From an optimization exercise on the open Yosys and OpenROAD flow, aimed at small area, a short achievable clock period and few clock cycles per item; shortcuts taken in it are not production practice.
Where RTL was checked, it was by simulation tests only, not by an equivalence proof against the original.

==> inputs of build 27 <==
==> flow/design.v <==
module MULDIV_top (
    input clk,
    input start,
    input reset,
    input [31:0] in_A,
    input [31:0] in_B,
    input [1:0] op_div,
    input [1:0] op_mul,
    input muldiv_sel,
    output [31:0] R,
    output muldiv_done
    );
    localparam S_IDLE = 3'd0, S_NORM = 3'd1, S_ITER = 3'd2, S_FIX = 3'd3, S_DONE = 3'd4;
    reg [2:0] state;
    reg       done_r;
    reg        is_div, na, nb, bz, out_hi;
    reg  [1:0] op;
    reg  [5:0] wa, wb;
    reg  [5:0] cnt;
    reg [33:0] areg, breg;
    reg [63:0] acc;
    reg x_div, x_fix;            
    reg y_div;                   
    reg b_s1, b_s2, b_neg;       
    reg fix_hi;                  
    reg c_fix;                   
    function [5:0] bitlen;
        input [31:0] v;
        integer i;
        begin
            bitlen = 6'd0;
            for (i = 0; i < 32; i = i + 1)
                if (v[i]) bitlen = i + 1;
        end
    endfunction
    wire sa_in = muldiv_sel ? ~op_div[0] : (op_mul != 2'd3);
    wire sb_in = muldiv_sel ? ~op_div[0] : ~op_mul[1];
    wire na_in = sa_in & in_A[31];
    wire nb_in = sb_in & in_B[31];
    wire [4:0] ha = wa[5:1];
    wire [4:0] hb = wb[5:1];
    wire swap = ~is_div & (ha < hb);
    wire [4:0] hsel = swap ? ha : hb;
    wire [6:0] wa_est = {1'b0, wa} + {6'b0, na};
    wire [6:0] dsh = wa_est - {1'b0, wb};           
    wire div_none = dsh[6] | bz;                     
    wire [5:0] mul_sh = {(5'd16 - hsel), 1'b0};
    wire [5:0] sh = is_div ? dsh[5:0] : mul_sh;
    wire [33:0] sh_src = swap ? areg : breg;
    wire [33:0] sh_out = sh_src << sh;
    wire fix_neg = op[1] ? na : (na ^ nb) & ~bz;
    wire need_fix = fix_neg | (bz & ~op[1]);
    wire [34:0] pp = ({35{b_s2}} & {areg, 1'b0}) | ({35{b_s1}} & {areg[33], areg});
    wire [34:0] Yop = y_div ? ({breg[33], breg} ^ {35{~nb}}) : (pp ^ {35{b_neg}});
    wire [34:0] Xop = x_div ? {3'b0, acc[31:0]} :
                      x_fix ? {3'b111, ~(fix_hi ? acc[63:32] : acc[31:0])} :
                      {acc[32:0], 2'b00};
    wire        cin = y_div ? ~nb : (b_neg | c_fix);
    wire [36:0] S2 = {1'b0, Xop, 1'b1} + {1'b0, Yop, cin};
    wire [35:0] S = S2[36:1];
    wire hi_y = ((b_s1 | b_s2) & areg[33]) ^ b_neg;
    wire [28:0] hi = acc[61:33];
    wire [28:0] hi_p = hi + 29'd1;
    wire [28:0] hi_m = hi - 29'd1;
    wire [28:0] hi_new = hi_y ? (S[35] ? hi : hi_m) : (S[35] ? hi_p : hi);
    wire q = ~S[34];
    wire last = (cnt == 6'd1);
    function [2:0] bdec;    
        input [2:0] x;
        begin
            bdec[2] = (x == 3'b011) | (x == 3'b100);
            bdec[1] = x[1] ^ x[0];
            bdec[0] = x[2] & ~(x[1] & x[0]);
        end
    endfunction
    wire go_fix  = is_div & need_fix;
    wire norm_end = is_div & div_none;
    always @(posedge clk or negedge reset) begin
        if (!reset) begin
            state  <= S_IDLE;
            done_r <= 1'b0;
        end else begin
            done_r <= 1'b0;
            case (state)
                S_IDLE: if (start) state <= S_NORM;
                S_NORM: begin
                    if (norm_end) begin
                        if (go_fix) state <= S_FIX;
                        else begin state <= S_DONE; done_r <= 1'b1; end
                    end else state <= S_ITER;
                end
                S_ITER: if (last) begin
                    if (go_fix) state <= S_FIX;
                    else begin state <= S_DONE; done_r <= 1'b1; end
                end
                S_FIX: begin state <= S_DONE; done_r <= 1'b1; end
                default: state <= S_IDLE;
            endcase
        end
    end
    always @(posedge clk) begin
        x_div <= 1'b0; x_fix <= 1'b0; y_div <= 1'b0;
        {b_s2, b_s1, b_neg} <= 3'b000;
        c_fix <= 1'b0;
        case (state)
            S_IDLE: begin
                areg   <= {na_in, na_in, in_A};
                breg   <= {nb_in, nb_in, in_B};
                acc    <= 64'd0;
                wa     <= bitlen(in_A ^ {32{na_in}});
                wb     <= bitlen(in_B ^ {32{nb_in}});
                na     <= na_in;
                nb     <= nb_in;
                bz     <= (in_B == 32'd0);
                is_div <= muldiv_sel;
                op     <= muldiv_sel ? op_div : op_mul;
                b_s1   <= muldiv_sel;
                b_neg  <= muldiv_sel & na_in;
            end
            S_NORM: begin
                breg <= sh_out;
                if (swap) areg <= breg;
                if (is_div) begin
                    acc    <= {hi_new, S[34:0]};
                    cnt    <= dsh[5:0] + 6'd1;
                    out_hi <= ~op[1] & ~need_fix;
                    x_div  <= ~div_none;
                    y_div  <= ~div_none;
                    x_fix  <= div_none;
                    c_fix  <= div_none & fix_neg;
                end else begin
                    cnt    <= {1'b0, hsel} + 6'd1;
                    out_hi <= (op != 2'd0);
                    {b_s2, b_s1, b_neg} <= bdec(sh_out[33:31]);
                end
                fix_hi <= ~op[1];
            end
            S_ITER: begin
                cnt <= cnt - 6'd1;
                if (is_div) begin
                    breg <= {breg[33], breg[33:1]};
                    acc  <= {acc[62:32], q, q ? S[31:0] : acc[31:0]};
                    x_div <= ~last;
                    y_div <= ~last;
                    x_fix <= last;
                    c_fix <= last & fix_neg;
                end else begin
                    breg <= {breg[31:0], 2'b00};
                    acc  <= {hi_new, S[34:0]};
                    if (!last) {b_s2, b_s1, b_neg} <= bdec(breg[31:29]);
                end
            end
            S_FIX: begin
                acc[31:0] <= S[31:0];
            end
            default: ;
        endcase
    end
    assign R = out_hi ? acc[63:32] : acc[31:0];
    assign muldiv_done = done_r;
endmodule
==> flow/run.sh <==
#!/bin/bash
# synth_recipe.tcl (not shown) runs the flow's synth.tcl, then flattens the netlist and writes it again
# the make line also repeats each setting of config.mk as NAME=value (left out here)
make -C /OpenROAD-flow-scripts/flow DESIGN_CONFIG=/design/flow/config.mk WORK_HOME=/design/flow/orfs CLKGATE_MAP_FILE= SYNTH_SCRIPT=/design/flow/synth_recipe.tcl finish
==> flow/config.mk <==
export PLATFORM = sky130hd
export DESIGN_NAME = MULDIV_top
export DESIGN_NICKNAME = MULDIV_top
export VERILOG_FILES = /design/flow/design.v
export SDC_FILE = /design/flow/constraint.sdc
export NUM_CORES = 4
export LEC_CHECK = 0
export CAP_MARGIN = 20
export CORE_MARGIN = 2
export CORE_UTILIZATION = 45
export PLACE_DENSITY = 0.6
export SLEW_MARGIN = 20
==> flow/constraint.sdc <==
create_clock -name core_clock -period 10.0 [get_ports {clk}]
set_input_delay 2.0000 -clock core_clock [delete_from_list [all_inputs] [get_ports {clk}]]
set_output_delay 2.0000 -clock core_clock [all_outputs]
set_load 0.01 [all_outputs]
==> inputs of build 59, as changes to build 27 <==
==> flow/design.v (replaced) <==
module MULDIV_top (
    input clk,
    input start,
    input reset,
    input [31:0] in_A,
    input [31:0] in_B,
    input [1:0] op_div,
    input [1:0] op_mul,
    input muldiv_sel,
    output [31:0] R,
    output muldiv_done
    );
    localparam S_IDLE = 3'd0, S_NORM = 3'd1, S_ITER = 3'd2, S_FIX = 3'd3, S_DONE = 3'd4;
    reg [2:0] state;
    reg       done_r;
    reg        is_div, na, nb, bz, out_hi;
    reg  [1:0] op;
    reg  [5:0] wa, wb;
    reg  [5:0] cnt;
    reg [33:0] areg, breg;
    reg [63:0] acc;
    function [5:0] bitlen;
        input [31:0] v;
        integer i;
        begin
            bitlen = 6'd0;
            for (i = 0; i < 32; i = i + 1)
                if (v[i]) bitlen = i + 1;
        end
    endfunction
    wire sa_in = muldiv_sel ? ~op_div[0] : (op_mul != 2'd3);
    wire sb_in = muldiv_sel ? ~op_div[0] : ~op_mul[1];
    wire na_in = sa_in & in_A[31];
    wire nb_in = sb_in & in_B[31];
    wire [4:0] ha = wa[5:1];
    wire [4:0] hb = wb[5:1];
    wire swap = ~is_div & (ha < hb);
    wire [4:0] hsel = swap ? ha : hb;
    wire [6:0] wa_est = {1'b0, wa} + {6'b0, na};
    wire [6:0] dsh = wa_est - {1'b0, wb};           
    wire div_none = dsh[6] | bz;                     
    wire [5:0] mul_sh = {(5'd16 - hsel), 1'b0};
    wire [5:0] sh = is_div ? dsh[5:0] : mul_sh;
    wire [33:0] sh_src = swap ? areg : breg;
    wire [33:0] sh_out = sh_src << sh;
    wire fix_q   = ~op[1];
    wire fix_neg = op[1] ? na : (na ^ nb) & ~bz;
    wire need_fix = fix_neg | (bz & ~op[1]);
    wire in_norm = (state == S_NORM);
    wire in_iter = (state == S_ITER);
    wire in_fix  = (state == S_FIX);
    wire [2:0] bd = in_norm ? (na ? 3'b110 : 3'b001) :
                    (in_iter & ~is_div) ? breg[33:31] : 3'b000;
    wire d_mag2 = (bd == 3'b011) | (bd == 3'b100);
    wire d_mag1 = bd[1] ^ bd[0];
    wire d_neg  = bd[2] & ~(bd[1] & bd[0]);
    wire [34:0] pp_mag = d_mag2 ? {areg, 1'b0} : d_mag1 ? {areg[33], areg} : 35'd0;
    wire div_step = in_iter & is_div;
    wire [34:0] Yop = div_step ? ({breg[33], breg} ^ {35{~nb}}) : (pp_mag ^ {35{d_neg}});
    wire        cin = div_step ? ~nb : in_fix ? fix_neg : d_neg;
    wire [34:0] Xop = div_step ? {3'b0, acc[31:0]} :
                      in_fix ? {3'b111, ~(fix_q ? acc[63:32] : acc[31:0])} :
                      {acc[32:0], 2'b00};
    wire [35:0] S = {1'b0, Xop} + {1'b0, Yop} + {35'd0, cin};
    wire hi_y = pp_mag[34] ^ d_neg;
    wire [28:0] hi_new = acc[61:33] + {29{hi_y}} + {28'd0, S[35]};
    wire q = ~S[34];
    wire last = (cnt == 6'd1);
    always @(posedge clk or negedge reset) begin
        if (!reset) begin
            state  <= S_IDLE;
            done_r <= 1'b0;
        end else begin
            done_r <= 1'b0;
            case (state)
                S_IDLE: if (start) state <= S_NORM;
                S_NORM: begin
                    if (is_div & div_none) begin
                        if (need_fix) state <= S_FIX;
                        else begin state <= S_DONE; done_r <= 1'b1; end
                    end else state <= S_ITER;
                end
                S_ITER: if (last) begin
                    if (is_div & need_fix) state <= S_FIX;
                    else begin state <= S_DONE; done_r <= 1'b1; end
                end
                S_FIX: begin state <= S_DONE; done_r <= 1'b1; end
                default: state <= S_IDLE;
            endcase
        end
    end
    always @(posedge clk) begin
        case (state)
            S_IDLE: begin
                areg   <= {na_in, na_in, in_A};
                breg   <= {nb_in, nb_in, in_B};
                acc    <= 64'd0;
                wa     <= bitlen(in_A ^ {32{na_in}});
                wb     <= bitlen(in_B ^ {32{nb_in}});
                na     <= na_in;
                nb     <= nb_in;
                bz     <= (in_B == 32'd0);
                is_div <= muldiv_sel;
                op     <= muldiv_sel ? op_div : op_mul;
            end
            S_NORM: begin
                breg <= sh_out;
                if (swap) areg <= breg;
                if (is_div) begin
                    acc <= {hi_new, S[34:0]};
                    cnt <= dsh[5:0] + 6'd1;
                    out_hi  <= ~op[1] & ~need_fix;
                end else begin
                    cnt <= {1'b0, hsel} + 6'd1;
                    out_hi  <= (op != 2'd0);
                end
            end
            S_ITER: begin
                cnt <= cnt - 6'd1;
                if (is_div) begin
                    breg <= {breg[33], breg[33:1]};
                    acc  <= {acc[62:32], q, q ? S[31:0] : acc[31:0]};
                end else begin
                    breg <= {breg[31:0], 2'b00};
                    acc  <= {hi_new, S[34:0]};
                end
            end
            S_FIX: begin
                acc[31:0] <= S[31:0];
            end
            default: ;
        endcase
    end
    assign R = out_hi ? acc[63:32] : acc[31:0];
    assign muldiv_done = done_r;
endmodule
==> inputs of trial 78, as changes to build 27 <==
==> flow/design.v (replaced) <==
module MULDIV_top (
    input clk,
    input start,
    input reset,
    input [31:0] in_A,
    input [31:0] in_B,
    input [1:0] op_div,
    input [1:0] op_mul,
    input muldiv_sel,
    output [31:0] R,
    output muldiv_done
    );
    localparam S_IDLE = 3'd0, S_NORM = 3'd1, S_ITER = 3'd2, S_FIX = 3'd3, S_DONE = 3'd4;
    reg [2:0] state;
    reg       done_r;
    reg        is_div, na, nb, bz, out_hi;
    reg  [1:0] op;
    reg  [5:0] lza, lzb;         
    reg  [5:0] cnt;
    reg [33:0] areg, breg;
    reg [63:0] acc;
    reg b_s1, b_s2;              
    reg y_div;                   
    reg y_inv, x_inv, c_in;      
    function [5:0] lzc;
        input [31:0] v;
        integer i;
        begin
            lzc = 6'd32;
            for (i = 0; i < 32; i = i + 1)
                if (v[i]) lzc = 31 - i;
        end
    endfunction
    wire sa_in = muldiv_sel ? ~op_div[0] : (op_mul != 2'd3);
    wire sb_in = muldiv_sel ? ~op_div[0] : ~op_mul[1];
    wire na_in = sa_in & in_A[31];
    wire nb_in = sb_in & in_B[31];
    wire [5:0] lza_in = lzc({in_A[31] & ~sa_in, in_A[30:0] ^ {31{in_A[31]}}});
    wire [5:0] lzb_in = lzc({in_B[31] & ~sb_in, in_B[30:0] ^ {31{in_B[31]}}});
    wire swap = ~is_div & (lza > lzb);               
    wire [4:0] dza = lza[5:1] + {4'd0, lza[0]};      
    wire [4:0] dzb = lzb[5:1] + {4'd0, lzb[0]};
    wire [4:0] dz  = swap ? dza : dzb;
    wire [6:0] dsh = {1'b0, lzb} - {1'b0, lza} + {6'd0, na};    
    wire div_none = dsh[6] | bz;                     
    wire [5:0] sh = is_div ? dsh[5:0] : {dz, 1'b0};
    wire [33:0] sh_src = swap ? areg : breg;
    wire [33:0] sh_out = sh_src << sh;
    wire q_neg = (na ^ nb) & ~bz;
    wire is_rem = op[1];
    wire [34:0] Ymag = ({35{b_s1}} & {areg[33], areg}) | ({35{b_s2}} & {areg, 1'b0}) |
                       ({35{y_div}} & {breg[32:0], 2'b00});
    wire [34:0] Yop = Ymag ^ {35{y_inv}};
    wire [34:0] Xop = {acc[32:0], 2'b00} ^ {35{x_inv}};
    wire [36:0] S2 = {1'b0, Xop, 1'b1} + {1'b0, Yop, c_in};
    wire [35:0] S = S2[36:1];
    wire hi_y = ((b_s1 | b_s2) & areg[33]) ^ y_inv;
    wire [28:0] hi = acc[61:33];
    wire [28:0] hi_p = hi + 29'd1;
    wire [28:0] hi_m = hi - 29'd1;
    wire [28:0] hi_new = hi_y ? (S[35] ? hi : hi_m) : (S[35] ? hi_p : hi);
    wire q = ~S[34];
    wire last = (cnt == 6'd1);
    function [2:0] bdec;
        input [2:0] x;
        begin
            bdec[2] = (x == 3'b011) | (x == 3'b100);
            bdec[1] = x[1] ^ x[0];
            bdec[0] = x[2] & ~(x[1] & x[0]);
        end
    endfunction
    wire go_fix = ~is_rem | na;
    always @(posedge clk or negedge reset) begin
        if (!reset) begin
            state  <= S_IDLE;
            done_r <= 1'b0;
        end else begin
            done_r <= 1'b0;
            case (state)
                S_IDLE: if (start) state <= S_NORM;
                S_NORM: begin
                    if (is_div & div_none) begin
                        if (go_fix) state <= S_FIX;
                        else begin state <= S_DONE; done_r <= 1'b1; end
                    end else state <= S_ITER;
                end
                S_ITER: if (last) begin
                    if (is_div & go_fix) state <= S_FIX;
                    else begin state <= S_DONE; done_r <= 1'b1; end
                end
                S_FIX: begin state <= S_DONE; done_r <= 1'b1; end
                default: state <= S_IDLE;
            endcase
        end
    end
    reg [2:0] bd_next;
    always @* begin
        bd_next = bdec(state == S_NORM ? sh_out[33:31] : breg[31:29]);
    end
    always @(posedge clk) begin
        b_s1 <= 1'b0; b_s2 <= 1'b0; y_div <= 1'b0;
        y_inv <= 1'b0; x_inv <= 1'b0; c_in <= 1'b0;
        case (state)
            S_IDLE: begin
                areg   <= {na_in, na_in, in_A};
                breg   <= {nb_in, nb_in, in_B};
                acc    <= 64'd0;
                lza    <= lza_in;
                lzb    <= lzb_in;
                na     <= na_in;
                nb     <= nb_in;
                bz     <= (in_B == 32'd0);
                is_div <= muldiv_sel;
                op     <= muldiv_sel ? op_div : op_mul;
                out_hi <= ~muldiv_sel & (op_mul != 2'd0);
                b_s1   <= muldiv_sel;
                y_inv  <= muldiv_sel & na_in;
                c_in   <= muldiv_sel & na_in;
            end
            S_NORM: begin
                breg <= sh_out;
                if (is_div) begin
                    if (~div_none | is_rem) acc <= {hi_new, S[34:0]};
                    areg <= 34'd0;                   
                    cnt  <= dsh[5:0] + 6'd1;
                    if (div_none) begin
                        b_s1  <= ~is_rem;
                        y_inv <= ~is_rem & (q_neg | bz);
                        c_in  <= is_rem | q_neg;
                        x_inv <= is_rem;
                    end else begin
                        y_div <= 1'b1;
                        y_inv <= ~nb;
                        c_in  <= ~nb;
                    end
                end else begin
                    if (swap) areg <= breg;
                    cnt  <= 6'd17 - {1'b0, dz};
                    {b_s2, b_s1, y_inv} <= bd_next;
                    c_in <= bd_next[0];
                end
            end
            S_ITER: begin
                cnt <= cnt - 6'd1;
                if (is_div) begin
                    breg <= {breg[33], breg[33:1]};
                    areg <= {areg[32:0], q};
                    if (last & ~is_rem) acc <= 64'd0;
                    else if (q) acc[32:0] <= S[34:2];
                    if (last) begin
                        b_s1  <= ~is_rem;
                        y_inv <= ~is_rem & (q_neg | bz);
                        c_in  <= is_rem | q_neg;
                        x_inv <= is_rem;
                    end else begin
                        y_div <= 1'b1;
                        y_inv <= ~nb;
                        c_in  <= ~nb;
                    end
                end else begin
                    breg <= {breg[31:0], 2'b00};
                    acc  <= {hi_new, S[34:0]};
                    if (!last) begin
                        {b_s2, b_s1, y_inv} <= bd_next;
                        c_in <= bd_next[0];
                    end
                end
            end
            S_FIX: begin
                if (is_rem) acc[32:0] <= S[34:2];
                else acc <= {hi_new, S[34:0]};
            end
            default: ;
        endcase
    end
    assign R = out_hi ? acc[63:32] : acc[31:0];
    assign muldiv_done = done_r;
endmodule
SETUP_SLACK_MARGIN = 5   (was default)
==> notes <==
In trial 78 the setup slack is higher than in build 59, by 4.4 ns.
Non-clock buffer count, lowest first: trial 78, build 27, build 59.
Clock skew, lowest first: build 59, build 27, trial 78.
The lowest core utilization belongs to build 27, the highest to build 59.
Critical path depth: trial 78 < build 27 < build 59.
Build 59 produced a clean layout. Build 27 completed without violations. Trial 78 ran to the end with no violations.
Against trial 78, the wire length of build 27 is higher by about 22%.
The highest area after synthesis belongs to build 27, the lowest to trial 78.
Flip-flop and latch count, lowest first: build 59, trial 78, build 27.
Hold slack: build 59 is lower than build 27 (0.14 ns).
Design area, lowest first: trial 78, build 59, build 27.
==> figures <==
quantity                                                                    trial 78                build 27                  build 59
Outcome                                             no timing/DRC/antenna violations  no timing/DRC/antenna violations  no timing/DRC/antenna violations
Register-to-register setup slack                                             5.32 ns                 4.43 ns                   0.93 ns
Worst hold path startpoint                                        areg[21]$_DFFE_PP_        cnt[0]$_DFFE_PN_           op[0]$_DFFE_PP_
Net total in the final layout                                                   2068                    2366                      2276
Hold Slack                                                                 0.6355 ns               0.6738 ns                 0.5359 ns
Mean number of vias per cell                                                   6.323                   6.262                     6.050
Register-to-Register Path Depth                                                   14                      15                        36
Syn_nets                                                                        2039                    2379                      2248
Via count                                                                      15230                   17300                     15720
DRT iter0 DRCs                                                                  1363                    1569                      1356
Global-route met2 utilization                                                 0.4702                  0.5210                    0.4686
Initial Utilization                                                           0.4543                  0.4577                    0.4586
Post-layout instance count excluding filler cells                               2409                    2763                      2598
Total area of multi-input combinational cells                            0.01101 mm²             0.01178 mm²               0.01135 mm²
Critical-path cell with the highest stage delay            sky130_fd_sc_hd__edfxtp_1  sky130_fd_sc_hd__buf_4  sky130_fd_sc_hd__dfrtp_1
Max transition margin                                                         0.3483                  0.2239                    0.3090
Buffer count excluding the clock tree in the final layout                        130                     136                       139
Layout-to-synthesis area ratio                                               1.1283x                 1.1083x                   1.1198x
Chip height                                                                 195.6 µm                202.5 µm                  197.4 µm
Global Route met1 Usage                                                       0.3510                  0.4163                    0.3668
Period utilization                                                            0.4685                  0.5574                    0.9075
Testbench counts of trial 78, summed over its fixed seeds: cycles 23,482, items 2,400.
Only the layout flow was run in build 27 and build 59; the RTL was not checked for function there.

==> separate check: timing with driven ports <==
How much do the figures lean on ideal ports? The routed layouts below were timed once more, with nothing changed but the port constraints.
Step 1 sets driving cells, clkbuf_16 on the clock port and buf_2 on the other inputs (assumed; they add their load-dependent delay and slew).
Step 2 times the ports against the registers' clock, not the clock port: input delays grow and output delays shrink by t, the midpoint of the rising clock arrivals with the driver on.
a / b / c = no drivers / after step 1 / after step 2; a / b = the first two.
run	t, ns	slack for setup (ns)	worst hold slack (ns)	worst slew at a driven data input, ns
build 27	0.530	4.426 / 4.426 / 4.222	0.674 / 0.674 / 0.674	0.05
build 59	0.508	0.925 / 0.925 / 0.925	0.536 / 0.536 / 0.536	0.04
trial 78	0.516	5.315 / 5.315 / 5.010	0.636 / 0.636 / 0.636	0.04
After both steps setup and hold are still met in every run listed. The setup slack of trial 78, which loses most, moves by 0.000 ns with the drivers and by -0.305 ns with both steps.
